Source: an optimization exercise on an open RTL-to-GDS flow (aim: small area). Production flows keep margins and buffers that such runs may drop.
In this exercise RTL edits were held to simulation tests only and were not proved equivalent to the original.
The clock port is modelled as an ideal driver, which makes a skipped or thinned clock tree look cheaper than it is; a real chip needs a root buffer or a tree.
No activity file was given, so power comes from the tool's default toggle rates.

Design dcf77_clock_top, start of the top module:
module dcf77_clock_top(input        clk,       
		       input        key_n,     
		       input        rx,        
		       input  [2:0] sw_disp,   
		       input        sw_fast,   
		       input        sw_sync,   
		       output [6:0] hex0,      
		       output [6:0] hex1,      
		       output [6:0] hex2,      
		       output [6:0] hex3,      
		       output       led_error, 
		       output       led_rx);
For scale: ~38 I/O pins.
==> flow/config.mk <==
export PLATFORM = sky130hd
export DESIGN_NAME = dcf77_clock_top
export DESIGN_NICKNAME = dcf77_clock_top
export VERILOG_FILES = /design/flow/design.v
export SDC_FILE = /design/flow/constraint.sdc
export NUM_CORES = 4
export LEC_CHECK = 0
export ABC_AREA = 1
export CAP_MARGIN = 20
export CORE_MARGIN = 2
export CORE_UTILIZATION = 40
export SLEW_MARGIN = 20
==> flow/constraint.sdc <==
create_clock -name core_clock -period 10.0 [get_ports {clk}]
set_input_delay 2.0000 -clock core_clock [delete_from_list [all_inputs] [get_ports {clk}]]
set_output_delay 2.0000 -clock core_clock [all_outputs]
set_load 0.01 [all_outputs]
run.sh (not shown) runs the stock make flow with config.mk's settings and CLKGATE_MAP_FILE= SYNTH_SCRIPT=/design/flow/synth_recipe.tcl, a recipe that flattens the netlist after the stock synthesis.
The first run passed the timing, DRC and antenna checks.
Change:
--- a/flow/config.mk
+++ b/flow/config.mk
@@ -11,0 +12 @@
+export CTS_BUF_LIST = sky130_fd_sc_hd__clkbuf_8
Result:
- The changed run went through all stages and came out clean
- sequential share of layout area goes up by 0.68 points
- hold slack gains 0.0035 ns
- utilization decreases by 0.94 points
- synthesized cell count is unchanged
- final area falls by 2.0%
- synthesized area stays the same
- setup slack hardly moves
- power went down by 13%
- non-clock buffer count is unchanged
- critical path depth does not change

========
== build 41 ==
dcf77_clock_top, a different RTL version from the one above (not shown whole).
Size in the first run: ~720 cells after synthesis, roughly 6000 um2 of cells after synthesis.
export LEC_CHECK = 0
export ABC_AREA = 1
export CAP_MARGIN = 20
export CORE_MARGIN = 2
export CORE_UTILIZATION = 75
export SLEW_MARGIN = 20
create_clock -name core_clock -period 10.0 [get_ports {clk}]
standard.sh (not shown) runs the stock make flow with config.mk's settings and CLKGATE_MAP_FILE= SYNTH_SCRIPT=/design/flow/synth_recipe.tcl, a recipe that flattens the netlist after the stock synthesis.
==> flow/flow/run.sh <==
#!/bin/bash
# Layout flow: the standard synthesis, then its combinational logic
# re-mapped for area by ABC (the registers, their names and cells are kept as
# the standard synthesis made them), then the standard layout steps with
# buf_1 port buffers and a clock tree made by flow/manual_cts.tcl.
# Each tool's output goes to its own log file in the work folder.
set -euo pipefail
R=orfs/results/sky130hd/dcf77_clock_top/base

bash standard.sh synth > 1_standard_synth.log 2>&1
cp "$R/1_2_yosys.v" standard_synth.v

# re-map, and use the result only if it is proven equivalent
if yosys -c flow/resyn.tcl > 2_resyn.log 2>&1 &&
   yosys -c flow/equiv.tcl > 3_equiv.log 2>&1; then
  # the re-mapped netlist replaces the synthesis result; make rebuilds from it
  cp resyn.v "$R/1_2_yosys.v"
else
  echo "re-mapping not used" > 3_equiv_failed.txt
fi

bash standard.sh finish \
  BUFFER_PORTS_ARGS="-buffer_cell sky130_fd_sc_hd__buf_1" \
  PRE_CTS_TCL="$PWD/flow/manual_cts.tcl" \
  > 4_standard_layout.log 2>&1
==> flow/flow/manual_cts.tcl <==
# Clock tree made by hand, sourced before ORFS's CTS step (PRE_CTS_TCL).
# The clock port drives one root buffer; the root drives NLEAF leaf buffers;
# the flip-flops are split into NLEAF groups of nearby cells (columns by x,
# then rows by y within each column), each driven by a leaf buffer placed at
# the group's centroid. All leaves are the same cell with about the same load,
# so every register's clock arrives at about the same time. ORFS's
# clock_tree_synthesis is then skipped; the rest of its CTS step (detailed
# placement, timing repair) runs as usual.
proc manual_cts { clk_port nbuf bufcell rootcell } {
  set block [ord::get_db_block]
  set db [ord::get_db]
  set master [$db findMaster $bufcell]
  set clknet [[$block findBTerm $clk_port] getNet]
  set sinks {}
  foreach it [$clknet getITerms] {
    set loc [[$it getInst] getLocation]
    lappend sinks [list $it [lindex $loc 0] [lindex $loc 1]]
  }
  set n [llength $sinks]
  set ncol [expr {int(ceil(sqrt($nbuf)))}]
  while { $nbuf % $ncol != 0 } { incr ncol -1 }
  set nrow [expr {$nbuf / $ncol}]
  set sorted [lsort -integer -index 1 $sinks]
  set groups {}
  set per_col [expr {double($n) / $ncol}]
  for {set c 0} {$c < $ncol} {incr c} {
    set lo [expr {int(round($c * $per_col))}]
    set hi [expr {int(round(($c + 1) * $per_col)) - 1}]
    set col [lsort -integer -index 2 [lrange $sorted $lo $hi]]
    set m [llength $col]
    set per_row [expr {double($m) / $nrow}]
    for {set r 0} {$r < $nrow} {incr r} {
      set lo2 [expr {int(round($r * $per_row))}]
      set hi2 [expr {int(round(($r + 1) * $per_row)) - 1}]
      lappend groups [lrange $col $lo2 $hi2]
    }
  }
  # root buffer at the centroid of all sinks
  set rnet [odb::dbNet_create $block "clknet_root_$clk_port"]
  $rnet setSigType CLOCK
  set root [odb::dbInst_create $block [$db findMaster $rootcell] "clkbuf_root_$clk_port"]
  [$root findITerm A] connect $clknet
  [$root findITerm X] connect $rnet
  set sx 0; set sy 0
  foreach s $sinks { incr sx [lindex $s 1]; incr sy [lindex $s 2] }
  $root setLocation [expr {$sx / $n}] [expr {$sy / $n}]
  $root setPlacementStatus PLACED
  set i 0
  foreach g $groups {
    set net [odb::dbNet_create $block "clknet_leaf_${i}_$clk_port"]
    $net setSigType CLOCK
    set buf [odb::dbInst_create $block $master "clkbuf_leaf_${i}_$clk_port"]
    [$buf findITerm A] connect $rnet
    [$buf findITerm X] connect $net
    set sx 0; set sy 0
    foreach s $g {
      set it [lindex $s 0]
      $it disconnect
      $it connect $net
      incr sx [lindex $s 1]; incr sy [lindex $s 2]
    }
    set k [llength $g]
    $buf setLocation [expr {$sx / $k}] [expr {$sy / $k}]
    $buf setPlacementStatus PLACED
    incr i
  }
  puts "manual_cts: $n sinks, root $rootcell, $nbuf leaves $bufcell"
}

set clk_port [get_full_name [lindex [get_property [lindex [all_clocks] 0] sources] 0]]
manual_cts $clk_port 8 sky130_fd_sc_hd__clkbuf_8 sky130_fd_sc_hd__clkbuf_16
set_propagated_clock [all_clocks]
proc clock_tree_synthesis { args } {
  puts "clock_tree_synthesis skipped: the clock tree was made by flow/manual_cts.tcl"
}
==> flow/flow/resyn.abc <==
strash
&get -n
&deepsyn -T 20
&put
dch -f
amap
Other scripts of this flow, unchanged in this note and not shown: flow/flow/conb.v, flow/flow/equiv.tcl, flow/flow/resyn.tcl
Build 41 | status: complete | timing, DRC, antenna: pass
diff inputs: build 41 => build 52
- CORE_UTILIZATION: 75 -> 40
==> results.txt <==
From build 41 to build 52, number of I/O pins did not move at all. Achievable frequency of build 41 is on par with build 52. Side by side, overall track demand over capacity in global routing turned out lower in build 52 than in build 41. Compared with build 41, build 52 shows a higher die extent in y. Est. power | build 52 vs build 41 | build 52 lower. Per the comparison of build 52 with build 41, cell area rose about 1.9%, worst hold slack across all endpoints fell 0.010 ns, final worst setup slack about even, worst slew slack as a fraction of its limit rose 2.0 points, register-to-register slack rose 0.18 ns.
The inputs of build 9 differ from those of build 52 as listed below.
- CORE_UTILIZATION: 40 -> 60
--- a/flow/flow/manual_cts.tcl
+++ b/flow/flow/manual_cts.tcl
@@ -69,5 +69,5 @@
 
 set clk_port [get_full_name [lindex [get_property [lindex [all_clocks] 0] sources] 0]]
-manual_cts $clk_port 8 sky130_fd_sc_hd__clkbuf_8 sky130_fd_sc_hd__clkbuf_16
+manual_cts $clk_port 8 sky130_fd_sc_hd__clkbuf_8 sky130_fd_sc_hd__clkbuf_4
 set_propagated_clock [all_clocks]
 proc clock_tree_synthesis { args } {
==> flow/flow/resyn.abc <==
strash
&get -n
&deepsyn -T 120
&put
dch -f
amap
strash
dch -f
amap
Findings:
Cell area after technology mapping delta (build 9 − build 52): favourable. Going from build 52 to build 9, the wire length on met2 was found to have gone down by about 3%. In the metrics for build 9 and build 52, the one carrying the higher die area is build 52.
No run of this note takes its clock network from TritonCTS; it comes from the design's own scripts or RTL.

========
== run A ==
Starting RTL as in the previous note.
clock: 10.0 ns
lec_check: 0
abc_area: 1
cap_margin: 20
core_margin: 2
core_utilization: 60
slew_margin: 20
==> flow/flow/resyn.abc <==
strash
&get -n
&deepsyn -T 20
&put
dch -f
amap
Scripts as last shown in full above: flow/flow/run.sh
Other scripts of this flow, unchanged in this note and not shown: flow/flow/conb.v, flow/flow/equiv.tcl, flow/flow/manual_cts.tcl, flow/flow/resyn.tcl
Run A ran to completion and came out clean on the timing, DRC and antenna checks.
> inputs changed (run A -> run B)
==> flow/flow/resyn.abc <==
strash
&get -n
&deepsyn -T 120
&put
dch -f
amap
strash
dch -f
amap
==> comparison <==
A start point of the critical path of sw_disp[0] is what run B shows, while sw_disp[2] belongs to run A. Final design area excluding fillers for run B: 1.5% down relative to run A. met2 track demand over resource in global routing is higher on run A. Looking at die width across run A and run B, the one that comes out lower is run B. Compared to run A, run B has first-pass GRT wire length 7.6% lower. Run B against run A: overall die area decreased by 1.6% relative to the old numbers, highest attainable clock frequency decreased by 2.3% relative to the old numbers, via count decreased by 76 relative to the old numbers. The lower synthesis-to-layout area growth came out of run A. In run B, pin count of the biggest net entering global routing is lower than in run A. Netlist area before placement improves in run B relative to run A. Compared to run A, run B has final wirelength 2.5% lower.
In every run of this note, the design's own scripts or RTL, not TritonCTS, make the clock network.

==> port drivers added, routing unchanged <==
The flow's constraints put no driver on any port. The routed layouts listed below were extracted and timed again, unchanged, in two steps.
Step 1 assumes that a clkbuf_16 drives the clock port and a buf_2 every other input.
Step 2 adds t to the input delays and takes it off the output delays; t is the mean of the earliest and latest rising clock arrival at the registers after step 1. Input paths then give back, and output paths get back, about the clock's delay inside the block.
Three values: no drivers, after step 1, after step 2; two values: the first two.
| run | shift t [ns] | setup slack, ns | hold slack, ns | worst data-port slew with drivers (ns) |
|---|---|---|---|---|
| the first run of note 1 | 0.467 | 2.791 / 2.764 / 2.764 | 0.357 / 0.357 / 0.357 | 0.04 |
| the second run of note 1 | 0.486 | 2.788 / 2.761 / 2.761 | 0.360 / 0.360 / 0.360 | 0.04 |
| build 41 | 0.377 | 3.299 / 3.276 / 3.276 | 0.435 / 0.435 / 0.435 | 0.04 |
| build 52 | 0.383 | 3.302 / 3.276 / 3.276 | 0.425 / 0.425 / 0.425 | 0.05 |
| build 9 | 0.502 | 3.152 / 3.125 / 3.125 | 0.427 / 0.427 / 0.427 | 0.03 |
| run A | 0.373 | 3.356 / 3.316 / 3.316 | 0.429 / 0.429 / 0.429 | 0.04 |
| run B | 0.370 | 3.200 / 3.173 / 3.173 | 0.426 / 0.426 / 0.426 | 0.03 |
After both steps setup and hold are still met in every run listed. For run A, which loses most, drivers alone change the setup slack by -0.040 ns; drivers and shift together by -0.040 ns.
